What follows belongs to an exercise in optimizing a design on an open flow for small area and a short achievable clock period; a production flow would make more cautious choices.
At most, simulation tests tie the RTL to the original design; equivalence was not proved.

run Z:
==> module f_front_al, before the edit <==
module f_front_al (
    input  [30:0] a,
    input  [30:0] b,
    input         x,
    output        comp,
    output [56:0] r
);
    assign comp = a >= b;
    wire        ge  = a[30:23] >= b[30:23];
    wire        eq  = a[30:23] == b[30:23];
    wire [7:0]  dab = a[30:23] - b[30:23];
    wire [7:0]  dba = b[30:23] - a[30:23];
    wire [7:0]  d   = ge ? dab : dba;
    wire [23:0] ma  = {|a[30:23], a[22:0]};
    wire [23:0] mb  = {|b[30:23], b[22:0]};
    wire [23:0] se  = ge ? mb : ma;
    wire [23:0] s1  = (|d[7:5] | (&d[4:3])) ? 24'b0 : (se >> {d[4:1], 1'b0});
    wire [23:0] s2  = eq ? (comp ? mb : ma) : s1;
    assign r = {ge ? a[30:23] : b[30:23], comp ? ma : mb, s2 ^ {24{x}}, d[0]};
endmodule
==> module fadd1, before the edit <==
module fadd1 #(parameter [3:0] C = 4'b1110) (
    input         clk,
    input  [31:0] a,
    input  [31:0] b,
    output [31:0] y
);
    wire        comp;
    wire [56:0] r1, r2;
    wire        sg1, x1;
    generate
        if (C[0]) begin : g_cut
            wire [63:0] q0, q1;
            f_front f (.a(a[30:0]), .b(b[30:0]), .comp(comp), .q(q0));
            dly #(66, 1) c0 (clk, {comp ? a[31] : b[31], a[31] ^ b[31], q0}, {sg1, x1, q1});
            f_align1 a1 (.q(q1), .x(x1), .r(r1));
        end else begin : g_comb
            assign x1 = a[31] ^ b[31];
            f_front_al f (.a(a[30:0]), .b(b[30:0]), .x(x1), .comp(comp), .r(r1));
            assign sg1 = comp ? a[31] : b[31];
        end
    endgenerate
    wire        sg2, x2;
    dly #(59, C[1]) c1 (clk, {sg1, x1, r1}, {sg2, x2, r2});
    wire [55:0] t2;
    f_align2 a2 (.q(r2), .x(x2), .r(t2));
    wire [24:0] m = {1'b0, t2[47:24]} + {x2, t2[23:0]} + {24'b0, x2};
    wire [24:0] m3;
    wire [7:0]  e3;
    wire        sg3;
    dly #(34, C[2]) c2 (clk, {sg2, t2[55:48], m}, {sg3, e3, m3});
    wire [31:0] y0;
    f_norm n (.s(sg3), .e(e3), .m(m3), .y(y0));
    dly #(32, C[3]) c3 (clk, y0, y);
endmodule
==> module fadd2, before the edit <==
module fadd2 #(parameter [3:0] C = 4'b1110) (
    input         clk,
    input  [31:0] a,
    input  [31:0] b,
    output [31:0] ya,
    output [31:0] ys
);
    wire        comp;
    wire [56:0] r1, r2;
    wire        sa1, ss1, x1;
    generate
        if (C[0]) begin : g_cut
            wire [63:0] q0, q1;
            f_front f (.a(a[30:0]), .b(b[30:0]), .comp(comp), .q(q0));
            dly #(67, 1) c0 (clk, {comp ? a[31] : b[31], comp ? a[31] : ~b[31], a[31] ^ b[31], q0},
                                  {sa1, ss1, x1, q1});
            f_align1 a1 (.q(q1), .x(1'b0), .r(r1));
        end else begin : g_comb
            f_front_al f (.a(a[30:0]), .b(b[30:0]), .x(1'b0), .comp(comp), .r(r1));
            assign sa1 = comp ? a[31] : b[31];
            assign ss1 = comp ? a[31] : ~b[31];
            assign x1  = a[31] ^ b[31];
        end
    endgenerate
    wire        sa2, ss2, x2;
    dly #(60, C[1]) c1 (clk, {sa1, ss1, x1, r1}, {sa2, ss2, x2, r2});
    wire [55:0] t2;
    f_align2 a2 (.q(r2), .x(1'b0), .r(t2));
    wire [23:0] ml = t2[47:24], ms = t2[23:0];
    wire [24:0] mp = {1'b0, ml} + {1'b0, ms};
    wire [24:0] mm = {1'b0, ml} - {1'b0, ms};
    wire [24:0] ma3, ms3;
    wire [7:0]  e3;
    wire        sa3, ss3;
    dly #(60, C[2]) c2 (clk, {sa2, ss2, t2[55:48], x2 ? mm : mp, x2 ? mp : mm},
                             {sa3, ss3, e3, ma3, ms3});
    wire [31:0] ya0, ys0;
    f_norm na (.s(sa3), .e(e3), .m(ma3), .y(ya0));
    f_norm ns (.s(ss3), .e(e3), .m(ms3), .y(ys0));
    dly #(64, C[3]) c3 (clk, {ya0, ys0}, {ya, ys});
endmodule
clock: 10.0 ns
lec_check: 0
abc_area: 1
cap_margin: 20
core_margin: 2
core_utilization: 60
cts_cluster_diameter: 70
cts_cluster_size: 30
place_density: 0.72
slew_margin: 40
standard.sh (not shown) runs the stock make flow with config.mk's settings and CLKGATE_MAP_FILE= SYNTH_SCRIPT=/design/flow/synth_recipe.tcl, a recipe that flattens the netlist after the stock synthesis.
==> flow/flow/run.sh <==
#!/bin/bash
set -e
bash standard.sh BUFFER_PORTS_ARGS="-buffer_cell sky130_fd_sc_hd__buf_4" \
    SETUP_SLACK_MARGIN=6.4 finish > flow.log 2>&1
diff inputs: run Z => run P
--- a/flow/design.v
+++ b/flow/design.v
@@ -21,28 +21,8 @@
     wire [23:0] ms = q[31:8];
     wire [23:0] s1 = (|d[7:5] | (&d[4:3])) ? 24'b0 : (ms >> {d[4:1], 1'b0});
     assign r = {q[63:32], s1 ^ {24{x}}, d[0]};
 endmodule
-module f_front_al (
-    input  [30:0] a,
-    input  [30:0] b,
-    input         x,
-    output        comp,
-    output [56:0] r
-);
-    assign comp = a >= b;
-    wire        ge  = a[30:23] >= b[30:23];
-    wire        eq  = a[30:23] == b[30:23];
-    wire [7:0]  dab = a[30:23] - b[30:23];
-    wire [7:0]  dba = b[30:23] - a[30:23];
-    wire [7:0]  d   = ge ? dab : dba;
-    wire [23:0] ma  = {|a[30:23], a[22:0]};
-    wire [23:0] mb  = {|b[30:23], b[22:0]};
-    wire [23:0] se  = ge ? mb : ma;
-    wire [23:0] s1  = (|d[7:5] | (&d[4:3])) ? 24'b0 : (se >> {d[4:1], 1'b0});
-    wire [23:0] s2  = eq ? (comp ? mb : ma) : s1;
-    assign r = {ge ? a[30:23] : b[30:23], comp ? ma : mb, s2 ^ {24{x}}, d[0]};
-endmodule
 module f_align2 (
     input  [56:0] q,
     input         x,
     output [55:0] r
@@ -109,22 +89,14 @@
     input  [31:0] b,
     output [31:0] y
 );
     wire        comp;
+    wire [63:0] q0, q1;
     wire [56:0] r1, r2;
+    f_front f (.a(a[30:0]), .b(b[30:0]), .comp(comp), .q(q0));
     wire        sg1, x1;
-    generate
-        if (C[0]) begin : g_cut
-            wire [63:0] q0, q1;
-            f_front f (.a(a[30:0]), .b(b[30:0]), .comp(comp), .q(q0));
-            dly #(66, 1) c0 (clk, {comp ? a[31] : b[31], a[31] ^ b[31], q0}, {sg1, x1, q1});
-            f_align1 a1 (.q(q1), .x(x1), .r(r1));
-        end else begin : g_comb
-            assign x1 = a[31] ^ b[31];
-            f_front_al f (.a(a[30:0]), .b(b[30:0]), .x(x1), .comp(comp), .r(r1));
-            assign sg1 = comp ? a[31] : b[31];
-        end
-    endgenerate
+    dly #(66, C[0]) c0 (clk, {comp ? a[31] : b[31], a[31] ^ b[31], q0}, {sg1, x1, q1});
+    f_align1 a1 (.q(q1), .x(x1), .r(r1));
     wire        sg2, x2;
     dly #(59, C[1]) c1 (clk, {sg1, x1, r1}, {sg2, x2, r2});
     wire [55:0] t2;
     f_align2 a2 (.q(r2), .x(x2), .r(t2));
@@ -144,24 +116,15 @@
     output [31:0] ya,
     output [31:0] ys
 );
     wire        comp;
+    wire [63:0] q0, q1;
     wire [56:0] r1, r2;
+    f_front f (.a(a[30:0]), .b(b[30:0]), .comp(comp), .q(q0));
     wire        sa1, ss1, x1;
-    generate
-        if (C[0]) begin : g_cut
-            wire [63:0] q0, q1;
-            f_front f (.a(a[30:0]), .b(b[30:0]), .comp(comp), .q(q0));
-            dly #(67, 1) c0 (clk, {comp ? a[31] : b[31], comp ? a[31] : ~b[31], a[31] ^ b[31], q0},
-                                  {sa1, ss1, x1, q1});
-            f_align1 a1 (.q(q1), .x(1'b0), .r(r1));
-        end else begin : g_comb
-            f_front_al f (.a(a[30:0]), .b(b[30:0]), .x(1'b0), .comp(comp), .r(r1));
-            assign sa1 = comp ? a[31] : b[31];
-            assign ss1 = comp ? a[31] : ~b[31];
-            assign x1  = a[31] ^ b[31];
-        end
-    endgenerate
+    dly #(67, C[0]) c0 (clk, {comp ? a[31] : b[31], comp ? a[31] : ~b[31], a[31] ^ b[31], q0},
+                             {sa1, ss1, x1, q1});
+    f_align1 a1 (.q(q1), .x(1'b0), .r(r1));
     wire        sa2, ss2, x2;
     dly #(60, C[1]) c1 (clk, {sa1, ss1, x1, r1}, {sa2, ss2, x2, r2});
     wire [55:0] t2;
     f_align2 a2 (.q(r2), .x(1'b0), .r(t2));
--- outcome ---
[run P] synthesized area fell about 4% relative to run Z. | overall die area | higher: run Z |. | total core area | run P vs run Z | better |. Max share of the final layout cell area in multi-input gates across run Z and run P: run Z. Relative to run Z, wire length has decreased by 86,000 um in run P. Run P ends up with lower number of buffers and inverters on the critical path than run Z does.
No functional check of the RTL was part of run Z.

dct_core, a different RTL version from the one above (not shown whole).
Size: about 39,000 cells after synthesis, roughly 5,200 flip-flops, ~520 I/O pins, about 290,000 um^2 of cells after synthesis.
==> module f_front, before the edit <==
module f_front (
    input  [30:0] a,
    input  [30:0] b,
    output        comp,
    output [63:0] q
);
    wire [8:0]  dab = {1'b0, a[30:23]} - {1'b0, b[30:23]};
    wire [7:0]  dba = b[30:23] - a[30:23];
    wire        eq  = a[30:23] == b[30:23];
    assign comp = ~dab[8] & (~eq | (a[22:0] >= b[22:0]));
    wire [30:0] l   = comp ? a : b;
    wire [22:0] s   = comp ? b[22:0] : a[22:0];
    wire        hs  = comp ? |b[30:23] : |a[30:23];
    assign q = {l[30:23], |l[30:23], l[22:0], hs, s, dab[8] ? dba : dab[7:0]};
endmodule
==> module f_align1, before the edit <==
module f_align1 (
    input  [63:0] q,
    input         x,
    output [56:0] r
);
    wire [7:0]  d  = q[7:0];
    wire [23:0] ms = q[31:8];
    wire [23:0] s1 = (|d[7:5]) ? 24'b0 : (ms >> {d[4:1], 1'b0});
    assign r = {q[63:32], s1 ^ {24{x}}, d[0]};
endmodule
==> module f_lzc, before the edit <==
module f_lzc (
    input  [24:0] m,
    output [4:0]  k
);
    wire [31:0] x = {m, 7'b0};
    genvar i;
    wire [15:0] z1, p1;
    for (i = 0; i < 16; i = i + 1) begin : l1
        assign z1[i] = ~(x[2*i+1] | x[2*i]);
        assign p1[i] = ~x[2*i+1];
    end
    wire [7:0] z2; wire [15:0] p2;
    for (i = 0; i < 8; i = i + 1) begin : l2
        assign z2[i] = z1[2*i+1] & z1[2*i];
        assign p2[2*i+1:2*i] = z1[2*i+1] ? {1'b1, p1[2*i]} : {1'b0, p1[2*i+1]};
    end
    wire [3:0] z3; wire [11:0] p3;
    for (i = 0; i < 4; i = i + 1) begin : l3
        assign z3[i] = z2[2*i+1] & z2[2*i];
        assign p3[3*i+2:3*i] = z2[2*i+1] ? {1'b1, p2[4*i+1:4*i]} : {1'b0, p2[4*i+3:4*i+2]};
    end
    wire [1:0] z4; wire [7:0] p4;
    for (i = 0; i < 2; i = i + 1) begin : l4
        assign z4[i] = z3[2*i+1] & z3[2*i];
        assign p4[4*i+3:4*i] = z3[2*i+1] ? {1'b1, p3[6*i+2:6*i]} : {1'b0, p3[6*i+5:6*i+3]};
    end
    assign k = z4[1] ? {1'b1, p4[3:0]} : {1'b0, p4[7:4]};
endmodule
==> module f_norm, before the edit <==
module f_norm (
    input         s,
    input  [7:0]  e,
    input  [24:0] m,
    output [31:0] y
);
    wire [4:0]  k;
    f_lzc z (.m(m), .k(k));
    wire [24:0] v    = m << k;
    wire [7:0]  e1   = e + 8'd1;
    wire [7:0]  e2   = e + 8'd2;
    wire [7:0]  en;
    f_esub xn (.e(e1), .k(k), .d(en));
    wire        zero = ~|m;
    wire        fl   = zero | (e2 == {3'b0, k}) | ((e == 8'hff) & (k == 5'd0));
    assign y = fl ? 32'b0 : {s, en, v[23:1]};
endmodule
Settings: LEC_CHECK=0, ABC_AREA=1, CAP_MARGIN=20, CORE_MARGIN=2, CORE_UTILIZATION=60, CTS_CLUSTER_DIAMETER=70, CTS_CLUSTER_SIZE=30, PLACE_DENSITY=0.72, SLEW_MARGIN=40; clock period 10.0 ns.
==> flow/flow/run.sh <==
#!/bin/bash
set -e
bash standard.sh BUFFER_PORTS_ARGS="-buffer_cell sky130_fd_sc_hd__buf_4" \
    SETUP_SLACK_MARGIN=6.6 finish > flow.log 2>&1
The starting point completed with no timing, DRC or antenna violations.
Edit:
--- a/flow/design.v
+++ b/flow/design.v
@@ -5,12 +5,11 @@
     output [63:0] q
 );
-    wire [8:0]  dab = {1'b0, a[30:23]} - {1'b0, b[30:23]};
+    assign comp = a >= b;
+    wire [7:0]  dab = a[30:23] - b[30:23];
     wire [7:0]  dba = b[30:23] - a[30:23];
-    wire        eq  = a[30:23] == b[30:23];
-    assign comp = ~dab[8] & (~eq | (a[22:0] >= b[22:0]));
     wire [30:0] l   = comp ? a : b;
     wire [22:0] s   = comp ? b[22:0] : a[22:0];
     wire        hs  = comp ? |b[30:23] : |a[30:23];
-    assign q = {l[30:23], |l[30:23], l[22:0], hs, s, dab[8] ? dba : dab[7:0]};
+    assign q = {l[30:23], |l[30:23], l[22:0], hs, s, comp ? dab : dba};
 endmodule
 module f_align1 (
@@ -21,5 +20,5 @@
     wire [7:0]  d  = q[7:0];
     wire [23:0] ms = q[31:8];
-    wire [23:0] s1 = (|d[7:5]) ? 24'b0 : (ms >> {d[4:1], 1'b0});
+    wire [23:0] s1 = (|d[7:5] | (&d[4:3])) ? 24'b0 : (ms >> {d[4:1], 1'b0});
     assign r = {q[63:32], s1 ^ {24{x}}, d[0]};
 endmodule
@@ -33,8 +32,8 @@
 endmodule
 module f_lzc (
-    input  [24:0] m,
+    input  [23:0] m,
     output [4:0]  k
 );
-    wire [31:0] x = {m, 7'b0};
+    wire [31:0] x = {m, 8'b0};
     genvar i;
     wire [15:0] z1, p1;
@@ -76,13 +75,12 @@
 );
     wire [4:0]  k;
-    f_lzc z (.m(m), .k(k));
-    wire [24:0] v    = m << k;
-    wire [7:0]  e1   = e + 8'd1;
-    wire [7:0]  e2   = e + 8'd2;
+    f_lzc z (.m(m[23:0]), .k(k));
+    wire [23:0] ms   = m[23:0] << k;
     wire [7:0]  en;
-    f_esub xn (.e(e1), .k(k), .d(en));
-    wire        zero = ~|m;
-    wire        fl   = zero | (e2 == {3'b0, k}) | ((e == 8'hff) & (k == 5'd0));
-    assign y = fl ? 32'b0 : {s, en, v[23:1]};
+    f_esub xn (.e(e), .k(k), .d(en));
+    wire [7:0]  e1   = e + 8'd1;
+    wire        zero = ~|m[23:0];
+    wire        fl   = m[24] ? (e[7:1] == 7'h7f) : (zero | (e1 == {3'b0, k}));
+    assign y = fl ? 32'b0 : m[24] ? {s, e1, m[23:1]} : {s, en, ms[22:0]};
 endmodule
 module fadd1 #(parameter [3:0] C = 4'b1110) (
The new run ran to the end with no violations.
Final cell count is higher by 3.8%.
Utilization is lower by 0.15 points.
Fmax is lower by 1.5%.
Die area is higher by 2.7%.
Via count is higher by 6.2%.
Area after synthesis is higher by 2.7%.
No run of this note included a check of the RTL's function; only the layout flow was run.

dct_core with an RTL version that a note above also has.
Size in the first run: roughly 41000 cells after synthesis, roughly 0.29 mm2 of cells after synthesis.
==> module f_lzc, before the edit <==
module f_lzc (
    input  [23:0] m,
    output [4:0]  k
);
    wire [31:0] x = {m, 8'b0};
    genvar i;
    wire [15:0] z1, p1;
    for (i = 0; i < 16; i = i + 1) begin : l1
        assign z1[i] = ~(x[2*i+1] | x[2*i]);
        assign p1[i] = ~x[2*i+1];
    end
    wire [7:0] z2; wire [15:0] p2;
    for (i = 0; i < 8; i = i + 1) begin : l2
        assign z2[i] = z1[2*i+1] & z1[2*i];
        assign p2[2*i+1:2*i] = z1[2*i+1] ? {1'b1, p1[2*i]} : {1'b0, p1[2*i+1]};
    end
    wire [3:0] z3; wire [11:0] p3;
    for (i = 0; i < 4; i = i + 1) begin : l3
        assign z3[i] = z2[2*i+1] & z2[2*i];
        assign p3[3*i+2:3*i] = z2[2*i+1] ? {1'b1, p2[4*i+1:4*i]} : {1'b0, p2[4*i+3:4*i+2]};
    end
    wire [1:0] z4; wire [7:0] p4;
    for (i = 0; i < 2; i = i + 1) begin : l4
        assign z4[i] = z3[2*i+1] & z3[2*i];
        assign p4[4*i+3:4*i] = z3[2*i+1] ? {1'b1, p3[6*i+2:6*i]} : {1'b0, p3[6*i+5:6*i+3]};
    end
    assign k = z4[1] ? {1'b1, p4[3:0]} : {1'b0, p4[7:4]};
endmodule
==> module f_norm, before the edit <==
module f_norm (
    input         s,
    input  [7:0]  e,
    input  [24:0] m,
    output [31:0] y
);
    wire [4:0]  k;
    f_lzc z (.m(m[23:0]), .k(k));
    wire [23:0] ms   = m[23:0] << k;
    wire [7:0]  en;
    f_esub xn (.e(e), .k(k), .d(en));
    wire [7:0]  e1   = e + 8'd1;
    wire        zero = ~|m[23:0];
    wire        fl   = m[24] ? (e[7:1] == 7'h7f) : (zero | (e1 == {3'b0, k}));
    assign y = fl ? 32'b0 : m[24] ? {s, e1, m[23:1]} : {s, en, ms[22:0]};
endmodule
==> flow/config.mk <==
export PLATFORM = sky130hd
export DESIGN_NAME = dct_core
export DESIGN_NICKNAME = dct_core
export VERILOG_FILES = /design/flow/design.v
export SDC_FILE = /design/flow/constraint.sdc
export NUM_CORES = 8
export LEC_CHECK = 0
export ABC_AREA = 1
export CAP_MARGIN = 20
export CORE_MARGIN = 2
export CORE_UTILIZATION = 60
export CTS_CLUSTER_DIAMETER = 70
export CTS_CLUSTER_SIZE = 30
export PLACE_DENSITY = 0.72
export SLEW_MARGIN = 40
==> flow/constraint.sdc <==
create_clock -name core_clock -period 10.0 [get_ports {clk}]
set_input_delay 2.0000 -clock core_clock [delete_from_list [all_inputs] [get_ports {clk}]]
set_output_delay 2.0000 -clock core_clock [all_outputs]
set_load 0.01 [all_outputs]
==> flow/flow/run.sh <==
#!/bin/bash
set -e
bash standard.sh BUFFER_PORTS_ARGS="-buffer_cell sky130_fd_sc_hd__buf_4" \
    SETUP_SLACK_MARGIN=6.5 finish > flow.log 2>&1
Edit:
--- a/flow/design.v
+++ b/flow/design.v
@@ -32,8 +32,8 @@
 endmodule
 module f_lzc (
-    input  [23:0] m,
+    input  [24:0] m,
     output [4:0]  k
 );
-    wire [31:0] x = {m, 8'b0};
+    wire [31:0] x = {m, 7'b0};
     genvar i;
     wire [15:0] z1, p1;
@@ -75,12 +75,13 @@
 );
     wire [4:0]  k;
-    f_lzc z (.m(m[23:0]), .k(k));
-    wire [23:0] ms   = m[23:0] << k;
-    wire [7:0]  en;
-    f_esub xn (.e(e), .k(k), .d(en));
+    f_lzc z (.m(m), .k(k));
+    wire [24:0] v    = m << k;
     wire [7:0]  e1   = e + 8'd1;
-    wire        zero = ~|m[23:0];
-    wire        fl   = m[24] ? (e[7:1] == 7'h7f) : (zero | (e1 == {3'b0, k}));
-    assign y = fl ? 32'b0 : m[24] ? {s, e1, m[23:1]} : {s, en, ms[22:0]};
+    wire [7:0]  e2   = e + 8'd2;
+    wire [7:0]  en;
+    f_esub xn (.e(e1), .k(k), .d(en));
+    wire        zero = ~|m;
+    wire        fl   = zero | (e2 == {3'b0, k}) | ((e == 8'hff) & (k == 5'd0));
+    assign y = fl ? 32'b0 : {s, en, v[23:1]};
 endmodule
 module fadd1 #(parameter [3:0] C = 4'b1110) (
Outcome: Synthesized cell count decreases by 1.8%; worst hold slack loses 19 ps; register-to-register slack hardly moves; routed wire length decreases by 3.5%; design area decreases by 1.0%.
Function was not checked in any run of this note: the RTL went through the layout flow alone.

==> separate check: timing with driven ports <==
No port has a modelled driver above. Below, the same layouts with a new extraction and two added sets of constraints.
Step 1 (the two cells are an assumption about what drives the block):
set clk [get_ports {clk}]
set_driving_cell -lib_cell sky130_fd_sc_hd__clkbuf_16 $clk
set_driving_cell -lib_cell sky130_fd_sc_hd__buf_2 [delete_from_list [all_inputs] $clk]
Step 2 moves the port delays by t, midway between the first and last clock arrival at a register: inputs arrive t later, outputs are due t later. That takes back most of the time a late clock gives input paths.
Three values: ideal ports, drivers, drivers and shift; two values: the first two.
run | shift t [ns] | setup WS [ns] | worst setup path at the end | latest minus earliest clock arrival (ns)
run Z | 1.173 | 6.402 / 6.294 / 5.427 | input to register | 0.119 / 0.120
run P | 1.166 | 6.415 / 6.328 / 5.512 | input to register | 0.084 / 0.084
the first run of note 2 | 1.172 | 6.437 / 6.291 / 5.585 | input to register | 0.075 / 0.075
the second run of note 2 | 1.183 | 6.383 / 6.241 / 5.606 | input to register | 0.090 / 0.091
the first run of note 3 | 1.179 | 6.388 / 6.241 / 5.624 | input to register | 0.074 / 0.073
the second run of note 3 | 1.177 | 6.450 / 6.313 / 5.553 | input to register | 0.102 / 0.102
After both steps every run listed still meets setup and hold. For run Z, which loses most, drivers alone change the setup slack by -0.108 ns; drivers and shift together by -0.975 ns.
